What follows belongs to an exercise in optimizing a design on an open flow for small area and a short achievable clock period; a production flow would make more cautious choices.
Only simulation tests tie the RTL to the original design; equivalence was not proved.

`design/flow/constraint.sdc`:
```
create_clock -name core_clock -period 8.0 [get_ports {aclk}]
set_input_delay 1.6000 -clock core_clock [delete_from_list [all_inputs] [get_ports {aclk}]]
set_output_delay 1.6000 -clock core_clock [all_outputs]
set_load 0.01 [all_outputs]
```
`design/flow/run.sh`:
```
#!/bin/bash
# synth_recipe.tcl (not shown) runs the flow's synth.tcl, then flattens the netlist and writes it again
# the make line also repeats each setting of config.mk as NAME=value (left out here)
make -C /OpenROAD-flow-scripts/flow DESIGN_CONFIG=/design/flow/config.mk WORK_HOME=/design/flow/orfs CLKGATE_MAP_FILE= SYNTH_SCRIPT=/design/flow/synth_recipe.tcl finish
```
`design/flow/config.mk`:
```
export PLATFORM = sky130hd
export DESIGN_NAME = complex_multiplier
export DESIGN_NICKNAME = complex_multiplier
export VERILOG_FILES = /design/flow/design.v
export SDC_FILE = /design/flow/constraint.sdc
export NUM_CORES = 4
export LEC_CHECK = 0
export CAP_MARGIN = 20
export CORE_MARGIN = 2
export CORE_UTILIZATION = 40
export SLEW_MARGIN = 20
```
`design/flow/design.v`:
```
`timescale 1ns / 1ns
module complex_multiplier
    #(parameter integer     OPERAND_WIDTH_A = 16,  
      parameter integer     OPERAND_WIDTH_B = 16,  
      parameter integer     OPERAND_WIDTH_OUT = 32,   
      parameter integer     STAGES = 6,   
      parameter             BLOCKING = 0,
      parameter             ROUND_MODE = 0,
      parameter integer     GROWTH_BITS = 0,   
      parameter             BYTE_ALIGNED = 1,
      localparam            EFF_PORT_WIDTH_A = BYTE_ALIGNED ? ((OPERAND_WIDTH_A*2+15)/16)*16 : OPERAND_WIDTH_A * 2,
      localparam            EFF_PORT_WIDTH_B = BYTE_ALIGNED ? ((OPERAND_WIDTH_B*2+15)/16)*16 : OPERAND_WIDTH_B * 2,
      localparam            EFF_PORT_WIDTH_OUT = BYTE_ALIGNED ? ((OPERAND_WIDTH_OUT*2+15)/16)*16 : OPERAND_WIDTH_OUT * 2
    )
    (   
        input                                           aclk,
        input                                           aresetn,
		input                                           rounding_cy,
        input               [EFF_PORT_WIDTH_A - 1 : 0]    s_axis_a_tdata,
        output reg                                      s_axis_a_tready,
        input                                           s_axis_a_tvalid,
        input               [EFF_PORT_WIDTH_B - 1 : 0]    s_axis_b_tdata,
        output reg                                      s_axis_b_tready,
        input                                           s_axis_b_tvalid,
        output reg  		[EFF_PORT_WIDTH_OUT - 1 : 0]  m_axis_dout_tdata,
        output reg                                      m_axis_dout_tvalid,
        input                                           m_axis_dout_tready
        );
    localparam INPUT_WIDTH_A = OPERAND_WIDTH_A * 2;
    localparam INPUT_WIDTH_B = OPERAND_WIDTH_B * 2;
    localparam OUTPUT_WIDTH  = OPERAND_WIDTH_OUT * 2;
    localparam TRUNC_BITS = (INPUT_WIDTH_A + INPUT_WIDTH_B - OUTPUT_WIDTH)/2 + 1 + GROWTH_BITS;
    localparam OUTPUT_PADDING = EFF_PORT_WIDTH_OUT - OUTPUT_WIDTH;
    localparam CALCULATION_STAGES = 6;    
    reg        [STAGES : 0]                     tvalid;
    reg        [EFF_PORT_WIDTH_OUT-1:0]         tdata [STAGES-2:0];
    wire signed [OPERAND_WIDTH_A-1:0] a_r = s_axis_a_tdata[OPERAND_WIDTH_A - 1 : 0];
    wire signed [OPERAND_WIDTH_A-1:0] a_i = s_axis_a_tdata[EFF_PORT_WIDTH_A / 2 + OPERAND_WIDTH_A - 1 : EFF_PORT_WIDTH_A / 2];
    wire signed [OPERAND_WIDTH_B-1:0] b_r = s_axis_b_tdata[OPERAND_WIDTH_B - 1 : 0];
    wire signed [OPERAND_WIDTH_B-1:0] b_i = s_axis_b_tdata[EFF_PORT_WIDTH_B / 2 + OPERAND_WIDTH_B - 1 : EFF_PORT_WIDTH_B / 2];
    reg signed [OPERAND_WIDTH_A + OPERAND_WIDTH_B : 0] mult_r, mult_i, mult_0, common, common_r1, common_r2, p_r_int, p_i_int;
    reg signed [OPERAND_WIDTH_A - 1 : 0] a_r_d, a_i_d, a_r_dd, a_i_dd, a_r_ddd, a_i_ddd, a_r_dddd, a_i_dddd;
    reg signed [OPERAND_WIDTH_B - 1 : 0] b_r_d, b_i_d, b_r_dd, b_i_dd, b_r_ddd, b_i_ddd;
    reg                          a_valid_d, b_valid_d;
    reg signed [OPERAND_WIDTH_A : 0] a_dd_common;
    reg signed [OPERAND_WIDTH_B : 0] a_dd_r, a_dd_i;
    reg        [STAGES - 1 : 0]  rounding_cy_buf ;
    wire signed [OPERAND_WIDTH_OUT - 1 : 0] result_r;
    wire signed [OPERAND_WIDTH_OUT - 1 : 0] result_i;
    wire signed [OPERAND_WIDTH_A + OPERAND_WIDTH_B + 1 - 1 : 0] temp1, temp2;
    localparam rounding_cy_buf_index = CALCULATION_STAGES - 1;
    wire signed [OPERAND_WIDTH_A + OPERAND_WIDTH_B + 1 - 1 : 0] rounding_cy_extended = {{(OPERAND_WIDTH_A + OPERAND_WIDTH_B){1'b0}}, rounding_cy_buf[rounding_cy_buf_index]};
	if (ROUND_MODE == 0 || TRUNC_BITS == 0) begin
        assign temp1 = p_r_int >>> TRUNC_BITS;
        assign temp2 = p_i_int >>> TRUNC_BITS;
		assign result_r = temp1[OPERAND_WIDTH_OUT - 1 : 0];
		assign result_i = temp2[OPERAND_WIDTH_OUT - 1 : 0];    
	end
	else begin
        wire signed [OPERAND_WIDTH_A + OPERAND_WIDTH_B + 1 - 1 : 0] point5_correction = {{(OPERAND_WIDTH_A + OPERAND_WIDTH_B + 1 - TRUNC_BITS){1'b0}}, 1'b0, {(TRUNC_BITS-1){1'b1}}} + rounding_cy_extended;
        assign temp1 = (p_r_int + point5_correction) >>> TRUNC_BITS;
        assign temp2 = (p_i_int + point5_correction) >>> TRUNC_BITS;
		assign result_r = temp1[OPERAND_WIDTH_OUT-1:0];
		assign result_i = temp2[OPERAND_WIDTH_OUT-1:0];    
	end
    integer i;
    always @(posedge aclk) begin
        if (!aresetn) begin
            tvalid <= 0;
            a_valid_d <= 0;
            b_valid_d <= 0;
            m_axis_dout_tvalid <= 0;
        end
        else begin
            a_valid_d <= s_axis_a_tvalid;
            b_valid_d <= s_axis_b_tvalid;
            a_r_d <= a_r;
            a_i_d <= a_i;
            b_r_d <= b_r;
            b_i_d <= b_i;
            if (ROUND_MODE == 1)
                rounding_cy_buf[0] <= rounding_cy;
            else if (ROUND_MODE == 2)   
                rounding_cy_buf[0] <= ~rounding_cy_buf[0];
            if (BLOCKING == 1 && m_axis_dout_tready == 0 && m_axis_dout_tvalid == 1) begin 
                m_axis_dout_tvalid <= 0;
                m_axis_dout_tdata <= {(OUTPUT_WIDTH){1'b0}};
                s_axis_a_tready <= 0;
                s_axis_b_tready <= 0;
            end
            else begin
                s_axis_a_tready <= 1;
                s_axis_b_tready <= 1;
                a_dd_common <= a_r_d - a_i_d;
                a_r_dd <= a_r_d;
                a_i_dd <= a_i_d;
                b_r_dd <= b_r_d;
                b_i_dd <= b_i_d;
                a_r_ddd <= a_r_dd;
                a_i_ddd <= a_i_dd;
                b_r_ddd <= b_r_dd;
                b_i_ddd <= b_i_dd;
                mult_0 <= a_dd_common * b_i_dd;
                a_r_dddd <= a_r_ddd;
                a_i_dddd <= a_i_ddd;
                a_dd_r <= b_r_ddd - b_i_ddd;
                a_dd_i <= b_r_ddd + b_i_ddd;
                common <= mult_0;
                mult_r <= a_dd_r * a_r_dddd;
                mult_i <= a_dd_i * a_i_dddd;
                common_r1 <= common;
                common_r2 <= common;
                p_r_int <= mult_r + common_r1;
                p_i_int <= mult_i + common_r2;
                for (i = 1; i<STAGES; i = i + 1) begin
                    rounding_cy_buf[i] <= rounding_cy_buf[i-1];
                end
                tvalid[0] <= a_valid_d & b_valid_d;
                for (i = 1; i<(STAGES); i = i+1) begin
                    tvalid[i] <= tvalid[i-1];
                end
                m_axis_dout_tvalid <= tvalid[STAGES-2];
                if (STAGES > CALCULATION_STAGES) begin
                    tdata[0] <= {{(OUTPUT_PADDING/2){result_i[OPERAND_WIDTH_OUT - 1]}}, result_i,
                        {(OUTPUT_PADDING/2){result_r[OPERAND_WIDTH_OUT - 1]}}, result_r};
                    for (i = 1; i<(STAGES-CALCULATION_STAGES); i = i+1) begin
                        tdata[i] <= tdata[i-1];
                    end
                    m_axis_dout_tdata <= tdata[STAGES - CALCULATION_STAGES - 1];
                end
                else begin
                     m_axis_dout_tdata <= {{(OUTPUT_PADDING/2){result_i[OPERAND_WIDTH_OUT - 1]}}, result_i,
                         {(OUTPUT_PADDING/2){result_r[OPERAND_WIDTH_OUT - 1]}}, result_r};
                end
            end
        end
    end
endmodule
```
==> flow_summary.toml <==
[setup_path]
cp_max_fo = 18
cp_common_cell = "fa_1"
r2r_slack_ns = 0.85
required_ns = 8.37
crit_type = "reg -> reg"
slowest_stage = "edfxtp_1"
cp-start-kind = "flop"
r2r-end = "mult_0[32]$_DFFE_PP_"
crit_path_end_kind = "flop"
cp.arrival_ns = 7.52
cp_num_buf_inv = 6
cp_top_family = "adder cells"
crit_path_max_incr_delay_ns = 0.98
r2r_cells = 23
r2r_start = "b_i_dd[1]$_DFFE_PP_"
cp_cell_sequence = "nand2_1 -> inv_1 -> fa_1 -> inv_1 -> fa_1 -> fa_1 -> inv_1 -> fa_1 -> fa_1 -> inv_1 -> fa_1 -> inv_1 -> ha_1 -> a21o_1 -> a21oi_1 -> o221ai_1 -> a21oi_1 -> o31ai_1 -> buf_4 -> o41ai_1 -> o21bai_1 -> a21oi_1 -> xnor2_1"

[global_routing]
grt_first_pass_wirelength_um = 196000
antenna_found_initial = 7
overflow = 0
grt_max_degree = 157
track_usage_pct = 18.7
grt_pass1_vias = 35200

[final_layout]
nets = 6117
final_common_cell = "inv_1"
fin_area_um2 = 58900
post_route_cells_drive_above_1_share_pct = 3.08
final_cell_mix = "988 x inv_1, 833 x fa_1, 567 x edfxtp_1"
area_growth_pct = 10.4
fin_util_pct = 44.3

[timing]
tns_ns = 0
max_freq_mhz = 140
setup_viol = 0
fin_crit_sh_pct = 89.3
min_period_ns = 7.15
final_max_slew_viol_count = 0
relSlewSlack_pct = 30.9
rsz0062_at_grt = "false"
skew_ns = 0.0484
tightest_slew_ns = 1.04
setup_ws_ns = 0.854
hold_violations = 0

[min_path]
hp-class = "reg -> reg"
min_to = "common_r2[20]$_DFFE_PP_"
hp-start = "common[20]$_DFFE_PP_"
worstHoldPathCells = 0

[logic_synthesis]
synth_area_leaders = "edfxtp_1 32%, fa_1 31%, ha_1 8.5%, inv_1 7.0%, and2_1 4.8%"
yosys.area.top_type = "edfxtp_1"
avgSynthCellArea_um2 = 11.2
ys_async_sr_fraction_pct = 0
syn_inst = 4754
synth_top_area_share_pct = 31.9
synth-seq-cells = 575
synthFlopType = "edfxtp_1"
netlist_area_um2 = 53400
ys_seq_area_share_pct = 32.2
synth-edff-count = 567
yosysWarnings = 1
yosysUniqueCellTypes = 71

[floorplan]
dieArea_um2 = 136000
die_x_um = 369
initial_utilization_pct = 40.1
die_y_um = 369
boundaryPins = 137
rows = 134
coreArea_um2 = 133000

[detailed_routing]
dr_total_vias = 32700
postRouteAntennaNets = 0
wl_um = 122000
wl_per_cell_um = 18.3
firstDrtPassIters = 5
first_iter_violations = 2085
drc = 0
routed_via_density = 4.89

[cts]
clock_path_buffers = 3
cts_setup_buffers = 0
hold_buffers = 0
clock_latency_ns = 0.67
clkSinkCount = 575
cts_made_buffers = 67
cts_root_buffer = "clkbuf_16"
cts_tree = "done"
post_cts_resize_count = 0
clk_pin_slew_worst_paths_ns = 0.06
htreeDepth = 3

[run_status]
status = "no timing/DRC/antenna violations"

[placed_design]
gp_congestion = 0.877
dp_hpwl_um = 96600
port-buffer-count = 132
postPlaceCellArea_um2 = 56600
preCtsSetupSlack_ns = 0.839

[flow_run]
maxCapViolCount = 0
[cells in the mapped netlist (32+ instances only)]
library cell / count
a21o_1: 70
a21oi_1: 137
and2_1: 406
clkbuf_1: 125
edfxtp_1: 567
fa_1: 833
ha_1: 362
inv_1: 988
nand2_1: 432
nand3_1: 37
nor2_1: 168
o21a_1: 32
o21ai_0: 80
xnor2_1: 151
xor2_1: 45
[metal layers]
layer	wire, um	global-route usage (%)
met5	0	0
met1	53400	24.8
met4	4430	7.06
met3	6280	2.88
met2	58000	30.9
[cell families (layout without fill, tap and decap cells)]
kind of cell               count (synthesis)  count (layout)  synth area share, %
adders and majority gates               1195            1195                 39.7
and+or+nand+nor                         1184            1184                 10.9
buffers and inverters                   1119            1268                 7.89
DFF                                      575             575                 32.2
AOI/OAI and AO/OA                        480             480                 5.91
xor gates and xnor gates                 196             196                 3.22
muxes                                      4               4               0.0750
other                                      1               3              0.00703
[area by class of cell]
cell class,count,area (um2)
antenna,1,2.50
clock buffer,73,1700
clock inverter,48,574
fill,12400,74000
inverter,988,3710
multi-input combinational,3061,32000
sequential,575,17200
tap,1768,2210
timing repair buffer,159,1570
[state kept, by name (all words and copies together), names as in the netlist, 17 cells and up]
register,cells
p_i_int,32
a_dd_common,17
mult_i,33
a_dd_i,17
p_r_int,32
mult_r,33
m_axis_dout_tdata,64
mult_0,33
common_r2,33
common,33
[how the worst max path moves through the flow]
stage	start	endpoint	slack (ns)	depth (start not counted)
finish	b_i_dd[1]$_DFFE_PP_	mult_0[32]$_DFFE_PP_	0.85	23
global route	b_i_dd[1]$_DFFE_PP_	mult_0[32]$_DFFE_PP_	0.33	23
CTS	b_i_dd[1]$_DFFE_PP_	mult_0[32]$_DFFE_PP_	0.82	23
detailed placement	b_i_dd[1]$_DFFE_PP_	mult_0[32]$_DFFE_PP_	0.84	23
global placement	b_i_dd[1]$_DFFE_PP_	mult_0[32]$_DFFE_PP_	0.95	23
floorplan	b_i_dd[1]$_DFFE_PP_	mult_0[32]$_DFFE_PP_	1.69	21
[per-stage QoR]
step | hold WS (ns) | instances
6_report | 0.402 | 6673
3_5_place_dp | 0.405 | 6551
2_1_floorplan | 0.400 | 4755
4_1_cts | 0.404 | 6672
5_1_grt | 0.413 | 6672
3_3_place_gp | 0.400 | 6551

## afterwards: timing with drivers on the ports
The flow's constraints put no driver on any port. The routed layout listed below was extracted and timed again, unchanged, in two steps. Step 1 sets driving cells, clkbuf_16 on the clock port and buf_2 on the other inputs (assumed; they add their load-dependent delay and slew). Step 2 also shifts input and output timing later by t, the mid clock arrival at the registers, as if the neighbouring blocks saw the same clock. a / b / c = no drivers / after step 1 / after step 2; a / b = the first two.
shift t [ns]: 0.708
setup WS [ns]: 0.854 / 0.854 / 0.854
hold WS [ns]: 0.402 / 0.402 / 0.402
worst setup path at the end: register to register
cell pins on the clock port's net: 1
After both steps setup and hold are still met in this run. The setup slack of this run moves by 0.000 ns with the drivers and by 0.000 ns with both steps.
